What follows belongs to an exercise in optimizing a design on an open flow for small area and a short achievable clock period; a production flow would make more cautious choices. In this exercise RTL edits were held to simulation tests only and were not proved equivalent to the original. Power and IR drop assume default switching activity.

Design guitar_hero, start of the top module:
module guitar_hero(clk, rst, btnRst, sw, hsync, vsync, buzzer, r, g, b, o_segval, o_whichseg);
Size: ~1400 cells after synthesis, about 300 flip-flops, roughly 30 I/O pins, roughly 12000 um2 of cells after synthesis.
==> flow/config.mk <==
export PLATFORM = sky130hd
export DESIGN_NAME = guitar_hero
export DESIGN_NICKNAME = guitar_hero
export VERILOG_FILES = /design/flow/design.v
export SDC_FILE = /design/flow/constraint.sdc
export NUM_CORES = 4
export LEC_CHECK = 0
export ABC_CLOCK_PERIOD_IN_PS = 50000
export CAP_MARGIN = 20
export CORE_MARGIN = 2
export CORE_UTILIZATION = 40
export SLEW_MARGIN = 20
==> flow/constraint.sdc <==
create_clock -name core_clock -period 90.0 [get_ports {clk}]
set_input_delay 18.0000 -clock core_clock [delete_from_list [all_inputs] [get_ports {clk}]]
set_output_delay 18.0000 -clock core_clock [all_outputs]
set_load 0.01 [all_outputs]
standard.sh (not shown) runs the stock make flow with config.mk's settings and CLKGATE_MAP_FILE= SYNTH_SCRIPT=/design/flow/synth_recipe.tcl, a recipe that flattens the netlist after the stock synthesis.
==> flow/flow/run.sh <==
#!/bin/bash
# Own layout flow: the standard ORFS flow, with two changes.
#  - Synthesis maps the logic with an area-oriented ABC script
#    (flow/abc_area.script) and without the full/half-adder extraction.
#    Registers are mapped before ABC runs, so they are the standard
#    synthesis's (same names, count and cells).
#  - The ports get buf_4 buffers instead of the flow's default choice.
#  - Timing repair aims at a setup slack of 60 ns: only the path from sw to
#    buzzer (input and output delays 18 ns each) is below that, so only its
#    cells are resized.
# Each tool's output goes to a log file of its own in this folder.
set -euo pipefail
HERE=$(pwd)
mkdir -p scripts_shadow
for f in "$FLOW_HOME"/scripts/*; do
    ln -sf "$f" scripts_shadow/
done
rm -f scripts_shadow/abc_speed.script
cp flow/abc_area.script scripts_shadow/abc_speed.script

bash standard.sh SCRIPTS_DIR="$HERE/scripts_shadow" ADDER_MAP_FILE= SETUP_SLACK_MARGIN=60 \
    BUFFER_PORTS_ARGS="-buffer_cell sky130_fd_sc_hd__buf_4" synth > synth.log 2>&1
bash standard.sh SCRIPTS_DIR="$HERE/scripts_shadow" ADDER_MAP_FILE= SETUP_SLACK_MARGIN=60 \
    BUFFER_PORTS_ARGS="-buffer_cell sky130_fd_sc_hd__buf_4" finish > layout.log 2>&1
==> flow/flow/abc_area.script <==
&get -n
&st
&syn2
&dch -f
&nf -a -R 1000
&st
&syn2
&dch -f
&nf -a -R 1000
&st
&dch -f
&nf -a -R 1000
&put
Edit:
--- a/flow/flow/run.sh
+++ b/flow/flow/run.sh
@@ -1,4 +1,4 @@
 #!/bin/bash
-# Own layout flow: the standard ORFS flow, with two changes.
+# Own layout flow: the standard ORFS flow, with three changes.
 #  - Synthesis maps the logic with an area-oriented ABC script
 #    (flow/abc_area.script) and without the full/half-adder extraction.
==> flow/flow/abc_area.script (replaced) <==
strash
dch -f
amap
strash
dch -f
amap
strash
dch -f
amap
topo
- CTS_BUF_LIST: not set -> sky130_fd_sc_hd__clkbuf_4
- CTS_CLUSTER_SIZE: not set -> 20
What happened:
- The changed run passed the timing, design-rule and antenna checks
- power is lower by a little under a tenth
- setup slack improves by 0.11 ns
- sequential share of layout area is higher by 1.4 points
- global-route usage is higher by 0.22 points

guitar_hero again, from the RTL that the note above started with.
Settings: LEC_CHECK=0, ABC_CLOCK_PERIOD_IN_PS=50000, CAP_MARGIN=20, CORE_MARGIN=2, CORE_UTILIZATION=40, SLEW_MARGIN=20; clock period 90.0 ns.
==> flow/flow/run.sh <==
#!/bin/bash
# Own layout flow: the standard ORFS flow, with two changes.
#  - Synthesis maps the logic with an area-oriented ABC script
#    (flow/abc_area.script) and without the full/half-adder extraction.
#    Registers are mapped before ABC runs, so they are the standard
#    synthesis's (same names, count and cells).
#  - The ports get buf_4 buffers instead of the flow's default choice.
# Each tool's output goes to a log file of its own in this folder.
set -euo pipefail
HERE=$(pwd)
mkdir -p scripts_shadow
for f in "$FLOW_HOME"/scripts/*; do
    ln -sf "$f" scripts_shadow/
done
rm -f scripts_shadow/abc_speed.script
cp flow/abc_area.script scripts_shadow/abc_speed.script

bash standard.sh SCRIPTS_DIR="$HERE/scripts_shadow" ADDER_MAP_FILE= \
    BUFFER_PORTS_ARGS="-buffer_cell sky130_fd_sc_hd__buf_4" synth > synth.log 2>&1
bash standard.sh SCRIPTS_DIR="$HERE/scripts_shadow" ADDER_MAP_FILE= \
    BUFFER_PORTS_ARGS="-buffer_cell sky130_fd_sc_hd__buf_4" finish > layout.log 2>&1
==> flow/flow/abc_area.script <==
&get -n
&st
&syn2
&dch -f
&nf -a -R 1000
&st
&syn2
&dch -f
&nf -a -R 1000
&st
&dch -f
&nf -a -R 1000
&put
Next try:
==> flow/flow/run.sh (replaced) <==
#!/bin/bash
# Own layout flow: the standard ORFS flow, with three changes.
#  - Synthesis maps the logic with an area-oriented ABC script
#    (flow/abc_area.script) and without the full/half-adder extraction.
#    Registers are mapped before ABC runs, so they are the standard
#    synthesis's (same names, count and cells).
#  - The ports get buf_4 buffers instead of the flow's default choice.
#  - Timing repair aims at a setup slack of 60 ns: only the path from sw to
#    buzzer (input and output delays 18 ns each) is below that, so only its
#    cells are resized.
# Each tool's output goes to a log file of its own in this folder.
set -euo pipefail
HERE=$(pwd)
mkdir -p scripts_shadow
for f in "$FLOW_HOME"/scripts/*; do
    ln -sf "$f" scripts_shadow/
done
rm -f scripts_shadow/abc_speed.script
cp flow/abc_area.script scripts_shadow/abc_speed.script

bash standard.sh SCRIPTS_DIR="$HERE/scripts_shadow" ADDER_MAP_FILE= SETUP_SLACK_MARGIN=60 \
    BUFFER_PORTS_ARGS="-buffer_cell sky130_fd_sc_hd__buf_4" synth > synth.log 2>&1
bash standard.sh SCRIPTS_DIR="$HERE/scripts_shadow" ADDER_MAP_FILE= SETUP_SLACK_MARGIN=60 \
    BUFFER_PORTS_ARGS="-buffer_cell sky130_fd_sc_hd__buf_4" finish > layout.log 2>&1
==> flow/flow/abc_area.script (replaced) <==
strash
dch -f
amap
strash
dch -f
amap
strash
dch -f
amap
topo
Settings changed: CTS_BUF_LIST from default to sky130_fd_sc_hd__clkbuf_4 sky130_fd_sc_hd__clkbuf_8.
Result: Routed wire length went down by 0.61%. Via count rose by 1.2%. Total power went down by 4.6%. Clock-buffer cell count goes up by 30. Core utilization went up by 0.12 points. Setup slack gains 0.26 ns. Global-route usage went up by 0.39 points.

main:
guitar_hero, a different RTL version from the one above (not shown whole).
Size in the first run: about 1500 cells after synthesis, about 13000 um2 of cells after synthesis.
export LEC_CHECK = 0
export ABC_CLOCK_PERIOD_IN_PS = 50000
export CAP_MARGIN = 20
export CORE_MARGIN = 2
export CORE_UTILIZATION = 40
export SLEW_MARGIN = 20
create_clock -name core_clock -period 90.0 [get_ports {clk}]
==> flow/flow/run.sh <==
#!/bin/bash
# Own layout flow: the standard ORFS flow, with two changes.
#  - Synthesis maps the logic with an area-oriented ABC script
#    (flow/abc_area.script) and without the full/half-adder extraction.
#    Registers are mapped before ABC runs, so they are the standard
#    synthesis's (same names, count and cells).
#  - The ports get buf_4 buffers instead of the flow's default choice.
# Each tool's output goes to a log file of its own in this folder.
set -euo pipefail
HERE=$(pwd)
mkdir -p scripts_shadow
for f in "$FLOW_HOME"/scripts/*; do
    ln -sf "$f" scripts_shadow/
done
rm -f scripts_shadow/abc_speed.script
cp flow/abc_area.script scripts_shadow/abc_speed.script

bash standard.sh SCRIPTS_DIR="$HERE/scripts_shadow" ADDER_MAP_FILE= \
    BUFFER_PORTS_ARGS="-buffer_cell sky130_fd_sc_hd__buf_4" synth > synth.log 2>&1
bash standard.sh SCRIPTS_DIR="$HERE/scripts_shadow" ADDER_MAP_FILE= \
    BUFFER_PORTS_ARGS="-buffer_cell sky130_fd_sc_hd__buf_4" finish > layout.log 2>&1
==> flow/flow/abc_area.script <==
&get -n
&st
&syn2
&dch -f
&nf -a -R 1000
&st
&syn2
&dch -f
&nf -a -R 1000
&st
&dch -f
&nf -a -R 1000
&put
main reached the final stage; the timing, design-rule and antenna checks on its layout passed.
Edits applied to the flow inputs when going from main to the feature branch:
==> flow/run.sh (new file) <==
#!/bin/bash
# synth_recipe.tcl (not shown) runs the flow's synth.tcl, then flattens the netlist and writes it again
# the make line also repeats each setting of config.mk as NAME=value (left out here)
make -C /OpenROAD-flow-scripts/flow DESIGN_CONFIG=/design/flow/config.mk WORK_HOME=/design/flow/orfs CLKGATE_MAP_FILE= SYNTH_SCRIPT=/design/flow/synth_recipe.tcl finish
removed: flow/flow/run.sh
removed: flow/flow/abc_area.script
removed: flow/standard.sh
- Relative to main, the final cell area reported for the feature branch is higher.
- Changes observed in the feature branch relative to main: die outline area saw an increase, clock buffer count in the final layout saw a decrease, area of the core saw an increase.
- main → the feature branch: power drawn by the clock network higher; final wirelength higher.
- The feature branch: all stages complete, timing, DRC and antenna checks passed
- Synthesized cell count up 120 in the feature branch wrt main

guitar_hero, a different RTL version from the one above (not shown whole).
Size: roughly 1,400 cells after synthesis, ~300 flip-flops, ~30 I/O pins, about 11,000 µm² of cells after synthesis.
clock: 90.0 ns
lec_check: 0
abc_clock_period_in_ps: 50000
cap_margin: 20
core_margin: 2
core_utilization: 60
cts_buf_list: sky130_fd_sc_hd__clkbuf_16
cts_cluster_diameter: 80
cts_cluster_size: 30
slew_margin: 20
==> flow/flow/run.sh <==
#!/bin/bash
# Own layout flow: the standard ORFS flow, with three changes.
#  - Synthesis maps the logic with an area-oriented ABC script
#    (flow/abc_area.script) and without the full/half-adder extraction.
#    Registers are mapped before ABC runs, so they are the standard
#    synthesis's (same names, count and cells).
#  - The ports get buf_1 buffers instead of the flow's default choice.
#  - Timing repair aims at a setup slack of 60 ns: only the path from sw to
#    buzzer (input and output delays 18 ns each) is below that, so only its
#    cells are resized.
# Each tool's output goes to a log file of its own in this folder.
set -euo pipefail
HERE=$(pwd)
mkdir -p scripts_shadow
for f in "$FLOW_HOME"/scripts/*; do
    ln -sf "$f" scripts_shadow/
done
rm -f scripts_shadow/abc_speed.script
cp flow/abc_area.script scripts_shadow/abc_speed.script

bash standard.sh SCRIPTS_DIR="$HERE/scripts_shadow" ADDER_MAP_FILE= SETUP_SLACK_MARGIN=60 \
    BUFFER_PORTS_ARGS="-buffer_cell sky130_fd_sc_hd__buf_1" synth > synth.log 2>&1
bash standard.sh SCRIPTS_DIR="$HERE/scripts_shadow" ADDER_MAP_FILE= SETUP_SLACK_MARGIN=60 \
    BUFFER_PORTS_ARGS="-buffer_cell sky130_fd_sc_hd__buf_1" finish > layout.log 2>&1
==> flow/flow/abc_area.script <==
strash
dch -f
amap
strash
dch -f
amap
strash
dch -f
amap
topo
The baseline went through all stages and came out clean.
Rerun with:
Settings changed: CORE_UTILIZATION 60 to 40, CTS_BUF_LIST sky130_fd_sc_hd__clkbuf_16 to sky130_fd_sc_hd__clkbuf_8 sky130_fd_sc_hd__clkbuf_16.
Sequential share of layout area goes down by 0.70 points.
Setup slack degrades by 0.036 ns.
Power goes up by 0.62%.
Hold slack improves by 0.0081 ns.
Global-route usage goes down by 7.2 points.
First-iteration DRC count goes up by 14%.
Rerun with:
--- a/flow/flow/run.sh
+++ b/flow/flow/run.sh
@@ -2 +2 @@
-# Own layout flow: the standard ORFS flow, with three changes.
+# Own layout flow: the standard ORFS flow, with these changes.
@@ -7,0 +8,2 @@
+#  - Clock tree synthesis uses no dummy loads (CTS_ARGS repeats the
+#    flow's own arguments from config.mk's CTS settings otherwise).
@@ -13,0 +16,2 @@
+CTS="-sink_clustering_enable -repair_clock_nets -sink_clustering_size 30 -sink_clustering_max_diameter 80"
+CTS="$CTS -buf_list sky130_fd_sc_hd__clkbuf_16 -dont_use_dummy_load"
@@ -21 +25 @@
-bash standard.sh SCRIPTS_DIR="$HERE/scripts_shadow" ADDER_MAP_FILE= SETUP_SLACK_MARGIN=60 \
+bash standard.sh SCRIPTS_DIR="$HERE/scripts_shadow" ADDER_MAP_FILE= SETUP_SLACK_MARGIN=60 CTS_ARGS="$CTS" \
@@ -23 +27 @@
-bash standard.sh SCRIPTS_DIR="$HERE/scripts_shadow" ADDER_MAP_FILE= SETUP_SLACK_MARGIN=60 \
+bash standard.sh SCRIPTS_DIR="$HERE/scripts_shadow" ADDER_MAP_FILE= SETUP_SLACK_MARGIN=60 CTS_ARGS="$CTS" \
Settings changed: CORE_UTILIZATION 40 to 60, CTS_BUF_LIST sky130_fd_sc_hd__clkbuf_8 sky130_fd_sc_hd__clkbuf_16 to sky130_fd_sc_hd__clkbuf_16, GPL_TIMING_DRIVEN set to 0.
The new run ran to the end with no violations.
Fmax stays flat.
Global-route usage goes up by 6.8 points.
Die area goes down by 33%.
Core utilization goes up by 20 points.
Power goes down by 4.3%.
Critical path depth goes up by 1.
Combinational power barely changes.
Sequential power is about the same.

static timing again, ports no longer ideal:
The flow's constraints put no driver on any port. The routed layouts listed below were extracted and timed again, unchanged, in two steps.
Step 1, drivers: a clkbuf_16 drives clk and a buf_2 each remaining input, both assumed.
Step 2 times the ports against the registers' clock, not the clock port: input delays grow and output delays shrink by t, the midpoint of the rising clock arrivals with the driver on.
a / b / c = ideal ports / drivers / drivers and shift; a / b = the first two.
| run | t, ns | slack for setup (ns) | clock arrival spread, ns |
|---|---|---|---|
| the first run of note 1 | 0.616 | 53.087 / 53.045 / 53.045 | 0.014 / 0.014 |
| the second run of note 1 | 0.720 | 53.194 / 53.172 / 53.172 | 0.047 / 0.046 |
| the first run of note 2 | 0.621 | 52.933 / 52.878 / 52.878 | 0.027 / 0.028 |
| the second run of note 2 | 0.617 | 53.196 / 53.174 / 53.174 | 0.042 / 0.041 |
| main | 0.567 | 53.143 / 53.121 / 53.121 | 0.023 / 0.023 |
| the feature branch | 0.612 | 52.393 / 52.372 / 52.372 | 0.008 / 0.008 |
| the first run of note 4 | 0.530 | 53.048 / 52.967 / 52.967 | 0.014 / 0.015 |
| the second run of note 4 | 0.548 | 53.013 / 52.896 / 52.896 | 0.033 / 0.033 |
| the third run of note 4 | 0.518 | 52.981 / 52.919 / 52.919 | 0.044 / 0.043 |
After both steps setup and hold are still met in every run listed. The setup slack of the second run of note 4, which loses most, moves by -0.117 ns with the drivers and by -0.117 ns with both steps.
